What follows belongs to an exercise in optimizing a design on an open flow for small area, a short achievable clock period and few clock cycles; a production flow would make more cautious choices. Power figures rest on the tool's default switching activity, not on a simulated workload.

==> flow/design.v <==
module ALU(sub, rsel, shl, sha, a, b, shamt, link, sd, result, sum);
    input sub;
    input [9:0] rsel;
    input shl;
    input sha;
    input [31:0] a;
    input [31:0] b;
    input [4:0] shamt;
    input [31:0] link;
    input [31:0] sd;       
    output [31:0] result;
    output [31:0] sum;
    wire [32:0] s = {1'b0, a} + {1'b0, b ^ {32{sub}}} + {32'd0, sub};
    assign sum = s[31:0];
    wire lt  = (a[31] ^ b[31]) ? a[31] : s[31];
    wire ltu = ~s[32];
    function [31:0] rev(input [31:0] x);
        integer k;
        for (k = 0; k < 32; k = k + 1) rev[k] = x[31 - k];
    endfunction
    wire [31:0] sin = shl ? rev(b) : b;
    wire signed [32:0] sx = {sha & b[31], sin};
    wire [32:0] sr = sx >>> shamt;
    wire [31:0] shv = shl ? rev(sr[31:0]) : sr[31:0];
    assign result = ({32{rsel[0]}} & s[31:0])
                  | ({32{rsel[1]}} & (a & b))
                  | ({32{rsel[2]}} & (a | b))
                  | ({32{rsel[3]}} & (a ^ b))
                  | ({32{rsel[4]}} & ~(a | b))
                  | {31'd0, rsel[5] & lt}
                  | {31'd0, rsel[6] & ltu}
                  | ({32{rsel[7]}} & shv)
                  | ({32{rsel[8]}} & link)
                  | ({32{rsel[9]}} & sd);
endmodule
module RegisterFile(reset, clk, we, wa, wd, ra1, ra2, rd1, rd2);
    input reset;
    input clk;
    input we;
    input [4:0] wa;
    input [31:0] wd;
    input [4:0] ra1;
    input [4:0] ra2;
    output [31:0] rd1;
    output [31:0] rd2;
    reg [31:0] data [1:31];
    reg [31:1] vld;
    integer i;
    always @(posedge reset or posedge clk) begin
        if (reset)
            vld <= 31'd0;
        else if (we && wa != 5'd0)
            vld[wa] <= 1'b1;
    end
    wire [3:0] lo1 = 4'b0001 << ra1[1:0];
    wire [7:0] hi1 = 8'b00000001 << ra1[4:2];
    wire [3:0] lo2 = 4'b0001 << ra2[1:0];
    wire [7:0] hi2 = 8'b00000001 << ra2[4:2];
    wire [31:1] s1, s2;
    wire [31:1] wsel;
    genvar r, b, g;
    generate
        for (r = 1; r < 32; r = r + 1) begin : row
            assign s1[r] = hi1[r / 4] && lo1[r % 4] && vld[r];
            assign s2[r] = hi2[r / 4] && lo2[r % 4] && vld[r];
            assign wsel[r] = we && (wa == r);
            wire nsel = !wsel[r];
            for (b = 0; b < 32; b = b + 1) begin : bt
                wire dn;
                RfHold hold(.we(wsel[r]), .nwe(nsel), .d(wd[b]), .q(data[r][b]), .y(dn));
                always @(posedge clk) data[r][b] <= dn;
            end
        end
        for (b = 0; b < 32; b = b + 1) begin : col
            wire [31:1] d;
            for (r = 1; r < 32; r = r + 1) begin : din
                assign d[r] = data[r][b];
            end
            wire [10:0] n1, n2;
            assign n1[10] = ~(s1[31] & d[31]);
            assign n2[10] = ~(s2[31] & d[31]);
            for (g = 0; g < 10; g = g + 1) begin : grp
                RfAoi3 a1(.s0(s1[3*g+1]), .d0(d[3*g+1]), .s1(s1[3*g+2]), .d1(d[3*g+2]),
                          .s2(s1[3*g+3]), .d2(d[3*g+3]), .y(n1[g]));
                RfAoi3 a2(.s0(s2[3*g+1]), .d0(d[3*g+1]), .s1(s2[3*g+2]), .d1(d[3*g+2]),
                          .s2(s2[3*g+3]), .d2(d[3*g+3]), .y(n2[g]));
            end
            assign rd1[b] = ~&n1;
            assign rd2[b] = ~&n2;
        end
    endgenerate
endmodule
module RfAoi3(s0, d0, s1, d1, s2, d2, y);
    input s0, d0, s1, d1, s2, d2;
    output y;
    assign y = ~((s0 & d0) | (s1 & d1) | (s2 & d2));
endmodule
module RfHold(we, nwe, d, q, y);
    input we, nwe, d, q;
    output y;
    assign y = (we & d) | (nwe & q);
endmodule
module MultiCycleCPU (reset, clk, mem_addr, mem_wdata, mem_we, mem_rdata);
    input reset;
    input clk;
    output [31:0] mem_addr;
    output [31:0] mem_wdata;
    output mem_we;
    input  [31:0] mem_rdata;
    reg [31:0] maddr;       
    reg        mem_cyc;     
    reg        mem_ld;      
    reg [4:0]  mem_rd;      
    reg        st_we;
    reg        ex_valid;
    reg [31:0] ir;
    reg [31:0] ex_pc4;      
    reg [31:0] ra, rb;      
    reg [31:0] opb;         
    reg        d_sub, d_useimm, d_shl;
    reg        d_wen;       
    reg [4:0]  d_wreg;
    reg        wb_we;
    reg [4:0]  wb_reg;
    reg [31:0] wb_data;
    assign mem_addr  = maddr;
    assign mem_we    = st_we;
    assign mem_wdata = wb_data;    
    wire [5:0]  op    = ir[31:26];
    wire [5:0]  fn    = ir[5:0];
    wire [4:0]  ir_rt = ir[20:16];
    wire [15:0] imm   = ir[15:0];
    wire is_r    = (op == 6'h00);
    wire is_jr   = is_r && (fn == 6'h08 || fn == 6'h09);    
    wire is_jj   = (op[5:1] == 5'b00001);                   
    wire is_beq  = (op == 6'h04);
    wire is_lw   = (op == 6'h23);
    wire is_sw   = (op == 6'h2b);
    wire [9:0] rsel;
    assign rsel[1] = (is_r && fn == 6'h24) || op == 6'h0c;
    assign rsel[2] = is_r && fn == 6'h25;
    assign rsel[3] = is_r && fn == 6'h26;
    assign rsel[4] = is_r && fn == 6'h27;
    assign rsel[5] = (is_r && fn == 6'h2a) || op == 6'h0a;
    assign rsel[6] = (is_r && fn == 6'h2b) || op == 6'h0b;
    assign rsel[7] = is_r && (fn == 6'h00 || fn == 6'h02 || fn == 6'h03);
    assign rsel[8] = (op == 6'h03) || (is_r && fn == 6'h09);
    assign rsel[9] = is_sw;
    assign rsel[0] = ~|rsel[9:1];
    wire [31:0] alu_res, alu_sum;
    ALU ALU(.sub(d_sub), .rsel(rsel), .shl(d_shl), .sha(fn[0]), .a(ra), .b(opb),
            .shamt(ir[10:6]), .link(ex_pc4), .sd(rb), .result(alu_res), .sum(alu_sum));
    wire ex_run   = ex_valid && !mem_cyc;
    wire taken    = is_beq && (ra == rb);
    wire redirect = ex_run && (is_jr || taken);
    wire [31:0] btarget = ex_pc4 + {{14{imm[15]}}, imm, 2'b00};
    wire [31:0] rtarget = is_beq ? btarget : alu_sum;
    wire to_mem   = ex_run && (is_lw || is_sw);
    wire [31:0] inst = mem_rdata;
    wire [5:0]  f_op = inst[31:26];
    wire [5:0]  f_fn = inst[5:0];
    wire [4:0]  f_rs = inst[25:21];
    wire [4:0]  f_rt = inst[20:16];
    wire [4:0]  f_rd = inst[15:11];
    wire [31:0] pc4f = maddr + 32'd4;
    wire f_isj = (f_op[5:1] == 5'b00001);   
    wire [31:0] jtarget_f = {pc4f[31:28], inst[25:0], 2'b00};
    wire f_r    = (f_op == 6'h00);
    wire f_lui  = (f_op == 6'h0f);
    wire f_andi = (f_op == 6'h0c);
    wire f_sub  = (f_r && (f_fn == 6'h22 || f_fn == 6'h23 || f_fn == 6'h2a || f_fn == 6'h2b)) ||
                  f_op == 6'h0a || f_op == 6'h0b;
    wire f_useimm = (f_op[5:3] == 3'b001) || f_op == 6'h23 || f_op == 6'h2b;
    wire [31:0] f_imm = f_lui  ? {inst[15:0], 16'h0000} :
                        f_andi ? {16'h0000, inst[15:0]} :
                                 {{16{inst[15]}}, inst[15:0]};
    wire f_jal  = (f_op == 6'h03);
    wire f_writes = (f_r && f_fn != 6'h08) || (f_op[5:3] == 3'b001) || f_jal;
    wire [4:0] f_wreg = f_jal ? 5'd31 : f_r ? f_rd : f_rt;
    wire bpe_a = ex_valid && d_wen && (d_wreg == f_rs);
    wire bpe_b = ex_valid && d_wen && (d_wreg == f_rt);
    wire bpw_a = wb_we && (wb_reg == f_rs);
    wire bpw_b = wb_we && (wb_reg == f_rt);
    wire [31:0] rf_a, rf_b;
    RegisterFile RegisterFile(.reset(reset), .clk(clk), .we(wb_we), .wa(wb_reg), .wd(wb_data),
                              .ra1(f_rs), .ra2(f_rt),
                              .rd1(rf_a), .rd2(rf_b));
    wire ld_fwd = mem_ld && (mem_rd != 5'd0);
    always @(posedge reset or posedge clk) begin
        if (reset) begin
            maddr    <= 32'd0;
            mem_cyc  <= 1'b0;
            st_we    <= 1'b0;
            ex_valid <= 1'b0;
            wb_we    <= 1'b0;
        end else if (mem_cyc) begin
            mem_cyc <= 1'b0;
            st_we   <= 1'b0;
            wb_we   <= ld_fwd;
            maddr   <= is_jj ? {ex_pc4[31:28], ir[25:0], 2'b00} : ex_pc4;
        end else begin
            ex_valid <= !redirect;
            wb_we    <= ex_valid && d_wen;
            if (redirect) begin
                maddr <= rtarget;
            end else if (to_mem) begin
                maddr   <= alu_sum;
                mem_cyc <= 1'b1;
                st_we   <= is_sw;
            end else if (f_isj) begin
                maddr <= jtarget_f;
            end else begin
                maddr <= pc4f;
            end
        end
    end
    always @(posedge clk) begin
        if (mem_cyc) begin
            wb_reg  <= mem_rd;
            wb_data <= mem_rdata;
            if (ld_fwd && mem_rd == ir[25:21]) ra <= mem_rdata;
            if (ld_fwd && mem_rd == ir[20:16]) rb <= mem_rdata;
            if (ld_fwd && mem_rd == ir[20:16] && !d_useimm) opb <= mem_rdata;
        end else begin
            wb_reg   <= d_wreg;
            wb_data  <= alu_res;
            ir       <= inst;
            ex_pc4   <= pc4f;
            ra       <= bpe_a ? alu_res : bpw_a ? wb_data : rf_a;
            rb       <= bpe_b ? alu_res : bpw_b ? wb_data : rf_b;
            opb      <= f_useimm ? f_imm : bpe_b ? alu_res : bpw_b ? wb_data : rf_b;
            d_sub    <= f_sub;
            d_useimm <= f_useimm;
            d_shl    <= f_r && (f_fn == 6'h00);
            d_wen    <= f_writes && (f_wreg != 5'd0);
            d_wreg   <= f_wreg;
            if (to_mem) begin
                mem_ld  <= is_lw;
                mem_rd  <= ir_rt;
            end
        end
    end
endmodule
make LEC_CHECK=0 CAP_MARGIN=30 CORE_MARGIN=2 CORE_UTILIZATION=40 SETUP_SLACK_MARGIN=5 SLEW_MARGIN=30 SYNTH_HIERARCHICAL=1 finish   # period 9.0 ns
run.sh (not shown) runs the stock make flow with config.mk's settings and CLKGATE_MAP_FILE= SYNTH_SCRIPT=/design/flow/synth_recipe.tcl, a recipe that flattens the netlist after the stock synthesis.
==> next run, changes <==
--- a/flow/design.v
+++ b/flow/design.v
@@ -33,7 +33,7 @@
                   | ({32{rsel[8]}} & link)
                   | ({32{rsel[9]}} & sd);
 endmodule
-module RegisterFile(reset, clk, we, wa, wd, ra1, ra2, rd1, rd2);
+module RegisterFile(reset, clk, we, wa, wd, ra1, ra2, bpw, bpw1, bpw2, rd1, rd2);
     input reset;
     input clk;
     input we;
@@ -41,6 +41,8 @@
     input [31:0] wd;
     input [4:0] ra1;
     input [4:0] ra2;
+    input [31:0] bpw;
+    input bpw1, bpw2;
     output [31:0] rd1;
     output [31:0] rd2;
     reg [31:0] data [1:31];
@@ -52,17 +54,15 @@
         else if (we && wa != 5'd0)
             vld[wa] <= 1'b1;
     end
-    wire [3:0] lo1 = 4'b0001 << ra1[1:0];
-    wire [7:0] hi1 = 8'b00000001 << ra1[4:2];
-    wire [3:0] lo2 = 4'b0001 << ra2[1:0];
-    wire [7:0] hi2 = 8'b00000001 << ra2[4:2];
-    wire [31:1] s1, s2;
+    wire [31:0] s1, s2;
+    assign s1[0] = bpw1;
+    assign s2[0] = bpw2;
     wire [31:1] wsel;
     genvar r, b, g;
     generate
         for (r = 1; r < 32; r = r + 1) begin : row
-            assign s1[r] = hi1[r / 4] && lo1[r % 4] && vld[r];
-            assign s2[r] = hi2[r / 4] && lo2[r % 4] && vld[r];
+            assign s1[r] = (ra1 == r) && vld[r] && !bpw1;
+            assign s2[r] = (ra2 == r) && vld[r] && !bpw2;
             assign wsel[r] = we && (wa == r);
             wire nsel = !wsel[r];
             for (b = 0; b < 32; b = b + 1) begin : bt
@@ -72,18 +72,19 @@
             end
         end
         for (b = 0; b < 32; b = b + 1) begin : col
-            wire [31:1] d;
+            wire [31:0] d;
+            assign d[0] = bpw[b];
             for (r = 1; r < 32; r = r + 1) begin : din
                 assign d[r] = data[r][b];
             end
             wire [10:0] n1, n2;
-            assign n1[10] = ~(s1[31] & d[31]);
-            assign n2[10] = ~(s2[31] & d[31]);
+            RfAoi2 a1(.s0(s1[30]), .d0(d[30]), .s1(s1[31]), .d1(d[31]), .y(n1[10]));
+            RfAoi2 a2(.s0(s2[30]), .d0(d[30]), .s1(s2[31]), .d1(d[31]), .y(n2[10]));
             for (g = 0; g < 10; g = g + 1) begin : grp
-                RfAoi3 a1(.s0(s1[3*g+1]), .d0(d[3*g+1]), .s1(s1[3*g+2]), .d1(d[3*g+2]),
-                          .s2(s1[3*g+3]), .d2(d[3*g+3]), .y(n1[g]));
-                RfAoi3 a2(.s0(s2[3*g+1]), .d0(d[3*g+1]), .s1(s2[3*g+2]), .d1(d[3*g+2]),
-                          .s2(s2[3*g+3]), .d2(d[3*g+3]), .y(n2[g]));
+                RfAoi3 a1(.s0(s1[3*g]), .d0(d[3*g]), .s1(s1[3*g+1]), .d1(d[3*g+1]),
+                          .s2(s1[3*g+2]), .d2(d[3*g+2]), .y(n1[g]));
+                RfAoi3 a2(.s0(s2[3*g]), .d0(d[3*g]), .s1(s2[3*g+1]), .d1(d[3*g+1]),
+                          .s2(s2[3*g+2]), .d2(d[3*g+2]), .y(n2[g]));
             end
             assign rd1[b] = ~&n1;
             assign rd2[b] = ~&n2;
@@ -94,6 +95,11 @@
     input s0, d0, s1, d1, s2, d2;
     output y;
     assign y = ~((s0 & d0) | (s1 & d1) | (s2 & d2));
+endmodule
+module RfAoi2(s0, d0, s1, d1, y);
+    input s0, d0, s1, d1;
+    output y;
+    assign y = ~((s0 & d0) | (s1 & d1));
 endmodule
 module RfHold(we, nwe, d, q, y);
     input we, nwe, d, q;
@@ -184,6 +190,7 @@
     wire [31:0] rf_a, rf_b;
     RegisterFile RegisterFile(.reset(reset), .clk(clk), .we(wb_we), .wa(wb_reg), .wd(wb_data),
                               .ra1(f_rs), .ra2(f_rt),
+                              .bpw(wb_data), .bpw1(bpw_a), .bpw2(bpw_b),
                               .rd1(rf_a), .rd2(rf_b));
     wire ld_fwd = mem_ld && (mem_rd != 5'd0);
     always @(posedge reset or posedge clk) begin
@@ -226,9 +233,9 @@
             wb_data  <= alu_res;
             ir       <= inst;
             ex_pc4   <= pc4f;
-            ra       <= bpe_a ? alu_res : bpw_a ? wb_data : rf_a;
-            rb       <= bpe_b ? alu_res : bpw_b ? wb_data : rf_b;
-            opb      <= f_useimm ? f_imm : bpe_b ? alu_res : bpw_b ? wb_data : rf_b;
+            ra       <= bpe_a ? alu_res : rf_a;
+            rb       <= bpe_b ? alu_res : rf_b;
+            opb      <= f_useimm ? f_imm : bpe_b ? alu_res : rf_b;
             d_sub    <= f_sub;
             d_useimm <= f_useimm;
             d_shl    <= f_r && (f_fn == 6'h00);
Result: Die area barely changes; wire length goes down by 3.9%; total power goes down by 1.6%; non-clock buffer count goes down by 82; design area goes down by 1.0%; via count goes down by 1.1%; setup slack got worse by 0.71 ns; utilization goes down by 0.44 points.
No functional check of the RTL was part of any run of this note.

[afterwards: timing with drivers on the ports]
No port has a modelled driver above. Below, the same layouts with a new extraction and two added sets of constraints. Step 1 assumes that a clkbuf_16 drives the clock port and a buf_2 every other input. Step 2 moves the port delays by t, midway between the first and last clock arrival at a register: inputs arrive t later, outputs are due t later. That takes back most of the time a late clock gives input paths. a / b / c = ideal / step 1 / step 2; a / b = the first two.
run	t, ns	slack for setup (ns)	worst hold slack (ns)	clock arrival spread, ns
the first run	0.897	4.353 / 4.395 / 3.498	0.479 / 0.479 / 0.479	0.076 / 0.076
the second run	0.877	3.641 / 3.688 / 2.810	0.498 / 0.498 / 0.498	0.069 / 0.069
After both steps every run listed still meets setup and hold. The setup slack of the first run, which loses most, moves by +0.042 ns with the drivers and by -0.855 ns with both steps.
